Context: an optimization exercise on an open-source flow, tuned for small area, a short achievable clock period and few clock cycles per item. The choices shown serve that exercise and are no tape-out recipe. RTL that was checked went through simulation tests only; none was proved equivalent to the original.

==> branch tundra: inputs <==
Design converter, start of the top module:
module converter (clk, rst, number_in, valid_in, conv_type, select, reverse, number_out, valid_out);
input clk, rst;
input reverse;
input valid_in;
input [31:0] number_in;
input [1:0]  conv_type;
input [2:0]  select;
output [31:0] number_out;
output valid_out;
reg [5:0] set_r;
always @(posedge clk) set_r <= {conv_type, select, reverse};
reg [31:0] factor;
always @* begin
  case (set_r)
    6'b00_000_0: factor = 32'h41cb3333; 6'b00_000_1: factor = 32'h3d214270;
    6'b00_001_0: factor = 32'h40228f5c; 6'b00_001_1: factor = 32'h3ec9930c;
    6'b00_010_0: factor = 32'h3cd013a9; 6'b00_010_1: factor = 32'h421d7afb;
    6'b00_011_0: factor = 32'h3e9c0ebf; 6'b00_011_1: factor = 32'h4051f944;
    6'b00_100_0: factor = 32'h399fcd90; 6'b00_100_1: factor = 32'h454d0d70;
    6'b00_101_0: factor = 32'h3f6a161e; 6'b00_101_1: factor = 32'h3f8bfb83;
    6'b00_110_0: factor = 32'h3a6fb458; 6'b00_110_1: factor = 32'h4488b3a0;
    6'b00_111_0: factor = 32'h3fcdfd8b; 6'b00_111_1: factor = 32'h3f1f1349;
  ...
==> module fp_add_sub, before the edit <==
module fp_add_sub(a, sb, y);
input  [31:0] a;
input         sb;
output [31:0] y;
wire        sa  = a[31];
wire [7:0]  fe  = a[30:23];
wire [22:0] fr  = a[22:0];
wire [23:0] ma  = {1'b1, fr};
wire        sub = sa ^ sb;
wire        big   = fe >= 8'd132;
wire        eq    = fe == 8'd132;
wire        one_below = fe == 8'd131;
wire        killb = fe >= 8'd156;             
wire        killa = fe <= 8'd108;             
wire [7:0]  ds    = 8'd132 - fe;
reg  [23:0] mb, ms;
integer i;
always @* begin
  for (i = 0; i < 24; i = i + 1) begin
    mb[i] = (fe >= 8'd155 - i) & ~killb;
    ms[i] = (fe >= 8'd132 - i);
  end
end
reg  [23:0] cb, wo;
integer s;
always @* begin
  cb = {(ma[22:0] ^ {23{sub}}) | ~mb[22:0], 1'b1};
  wo = {ma[22:0] & ms[22:0], 1'b0};
  for (s = 1; s < 24; s = s * 2) begin
    cb = cb & (cb << s | ((24'd1 << s) - 24'd1));
    wo = wo | (wo << s);
  end
end
wire [23:0] tb   = ma ^ (mb & cb);
wire        ovn  = cb[23] & ~killb;          
wire [22:0] m_big = sub ? (ovn ? {tb[21:0], 1'b0} : tb[22:0])
                        : (ovn ? tb[23:1] : tb[22:0]);
wire [7:0]  f_big = sub ? fe - {7'd0, ovn} : fe + {7'd0, ovn};
wire [23:0] zn = ma ^ wo;                    
wire [23:0] z  = sub ? zn : ma;
wire [24:0] zs = $signed({sub, z}) >>> ds[4:0];
wire [23:0] ts = killa ? 24'd0 : zs[23:0];
wire [22:0] m_small = sub ? {ts[21:0], 1'b0} : ts[22:0];
wire [7:0]  f_small = (sub & ~killa) ? 8'd131 : 8'd132;
wire [21:0] negv = zn[22:1];
wire        vz   = ~|fr[22:1];
wire [22:0] N    = eq ? fr : {vz, negv};
wire [31:0] Np   = {N, 1'b1, 8'd0};
reg  [15:0] v1, c1;
reg  [7:0]  v2; reg [15:0] c2;
reg  [3:0]  v3; reg [11:0] c3;
reg  [1:0]  v4; reg [7:0]  c4;
reg  [4:0]  lz;
integer g;
always @* begin
  for (g = 0; g < 16; g = g + 1) begin
    v1[g] = Np[2*g+1] | Np[2*g];
    c1[g] = ~Np[2*g+1];
  end
  for (g = 0; g < 8; g = g + 1) begin
    v2[g] = v1[2*g+1] | v1[2*g];
    c2[2*g+:2] = v1[2*g+1] ? {1'b0, c1[2*g+1]} : {1'b1, c1[2*g]};
  end
  for (g = 0; g < 4; g = g + 1) begin
    v3[g] = v2[2*g+1] | v2[2*g];
    c3[3*g+:3] = v2[2*g+1] ? {1'b0, c2[2*(2*g+1)+:2]} : {1'b1, c2[2*(2*g)+:2]};
  end
  for (g = 0; g < 2; g = g + 1) begin
    v4[g] = v3[2*g+1] | v3[2*g];
    c4[4*g+:4] = v3[2*g+1] ? {1'b0, c3[3*(2*g+1)+:3]} : {1'b1, c3[3*(2*g)+:3]};
  end
  lz = v4[1] ? {1'b0, c4[7:4]} : {1'b1, c4[3:0]};
end
wire [22:0] n4 = lz[4] ? {N[6:0], 16'd0} : N;
wire [22:0] n3 = lz[3] ? {n4[14:0], 8'd0} : n4;
wire [22:0] n2 = lz[2] ? {n3[18:0], 4'd0} : n3;
wire [22:0] n1s = lz[1] ? {n2[20:0], 2'd0} : n2;
wire [22:0] n0 = lz[0] ? {n1s[21:0], 1'b0} : n1s;
wire        nzero  = lz == 5'd23;
wire [22:0] m_near = {n0[21:0], 1'b0};
wire [7:0]  f_near = nzero ? 8'd1 : 8'd131 - {3'd0, lz};
wire        near = sub & (eq | one_below);
wire        sgn  = (sub & ~big) ? sb : sa;
assign y = near ? {sgn, f_near, m_near} : big ? {sgn, f_big, m_big} : {sgn, f_small, m_small};
endmodule
clock: 10.0 ns
lec_check: 0
cap_margin: 20
core_margin: 4
core_utilization: 40
place_density: 0.6
setup_slack_margin: 3.5
slew_margin: 20
synth_hierarchical: 1
run.sh (not shown) runs the stock make flow with config.mk's settings and CLKGATE_MAP_FILE= SYNTH_SCRIPT=/design/flow/synth_recipe.tcl, a recipe that flattens the netlist after the stock synthesis.
==> inputs of branch xenon, as changes to branch tundra <==
--- a/flow/design.v
+++ b/flow/design.v
@@ -772,19 +772,26 @@
 end
-reg  [23:0] cb, wo;
+reg  [23:0] ca, cs, wo;
+reg  [21:0] wv;
 integer s;
 always @* begin
-  cb = {(ma[22:0] ^ {23{sub}}) | ~mb[22:0], 1'b1};
-  wo = {ma[22:0] & ms[22:0], 1'b0};
+  ca = {ma[22:0] | ~mb[22:0], 1'b1};         
+  cs = {~ma[22:0] | ~mb[22:0], 1'b1};        
+  wo = {ma[22:0] & ms[22:0], 1'b0};          
+  wv = {fr[21:1], 1'b0};                     
   for (s = 1; s < 24; s = s * 2) begin
-    cb = cb & (cb << s | ((24'd1 << s) - 24'd1));
+    ca = ca & (ca << s | ((24'd1 << s) - 24'd1));
+    cs = cs & (cs << s | ((24'd1 << s) - 24'd1));
     wo = wo | (wo << s);
   end
+  for (s = 1; s < 22; s = s * 2)
+    wv = wv | (wv << s);
 end
-wire [23:0] tb   = ma ^ (mb & cb);
-wire        ovn  = cb[23] & ~killb;          
-wire [22:0] m_big = sub ? (ovn ? {tb[21:0], 1'b0} : tb[22:0])
-                        : (ovn ? tb[23:1] : tb[22:0]);
-wire [7:0]  f_big = sub ? fe - {7'd0, ovn} : fe + {7'd0, ovn};
-wire [23:0] zn = ma ^ wo;                    
-wire [23:0] z  = sub ? zn : ma;
+wire [23:0] tadd = ma ^ (mb & ca);
+wire        ov   = ca[23] & ma[23] & ~killb & (fe <= 8'd155);      
+wire [23:0] tsub = ma ^ (mb & cs);
+wire        n1   = ~tsub[23];
+wire [22:0] m_big = sub ? (n1 ? {tsub[21:0], 1'b0} : tsub[22:0])
+                        : (ov ? tadd[23:1] : tadd[22:0]);
+wire [7:0]  f_big = sub ? fe - {7'd0, n1} : fe + {7'd0, ov};
+wire [23:0] z  = sub ? (ma ^ wo) : ma;       
 wire [24:0] zs = $signed({sub, z}) >>> ds[4:0];
@@ -793,3 +800,3 @@
 wire [7:0]  f_small = (sub & ~killa) ? 8'd131 : 8'd132;
-wire [21:0] negv = zn[22:1];
+wire [21:0] negv = fr[22:1] ^ wv;            
 wire        vz   = ~|fr[22:1];
CORE_MARGIN = 2   (was 4)
SETUP_SLACK_MARGIN = default   (was 3.5)
==> out/results.ini <==
[die]
start_util_pct = 40.4

[final_layout]
layout_common_cells = 397 x nand2_1, 335 x xnor2_1, 297 x o22ai_1
nonClkBufAreaFrac_pct = 5.16

[grt]
busiest_layer = met1

[placement]
gp_congestion = 1.03

[clock_tree]
post_cts_buffers = 0

[run_status]
outcome = complete, no violations

[pwr]
p_per_area_nw_per_um2 = 392

That was branch xenon.
==> out/results.ini <==
[pwr]
p_per_area_nw_per_um2 = 397
p_sw_mw = 6.77
clkPwrFrac_pct = 2.9

[clock_tree]
cts_root_buf = clkbuf_16
post_cts_buffers = 32

[setup_path]
crit_family = adder cells

[placement]
gp_congestion = 1.07

[run_status]
outcome = complete, no violations

[detailed_routing]
dr_wl_met3_um = 15000

[final_layout]
layout_common_cells = 345 x xnor2_1, 340 x nand2_1, 281 x o22ai_1

[grt]
grtUsageTotal_pct = 28.6
busiest_layer = met2

[die]
start_util_pct = 40.6

That was branch tundra.
Testbench counts of branch tundra, summed over its fixed seeds: cycles 3,804, items 2,503.
Function not checked in branch xenon: the RTL went through the layout flow alone.

## afterwards: timing with drivers on the ports
No port has a modelled driver above. Below, the same layouts with a new extraction and two added sets of constraints. Step 1: set_driving_cell puts a clkbuf_16 on clk and a buf_2 on each other input, an assumption about the parent block. Step 2 moves the port delays by t, midway between the first and last clock arrival at a register: inputs arrive t later, outputs are due t later. That takes back most of the time a late clock gives input paths. Slacks: ideal ports / drivers / drivers and shift; pairs: ideal ports / drivers.
run | t (ns) | slack for setup (ns) | pins driven straight from the clock port
branch tundra | 0.435 | 3.540 / 3.528 / 3.092 | 1
branch xenon | 0.440 | 2.090 / 2.090 / 1.724 | 1
After both steps every run listed still meets setup and hold. The setup slack of branch tundra, which loses most, moves by -0.012 ns with the drivers and by -0.448 ns with both steps.
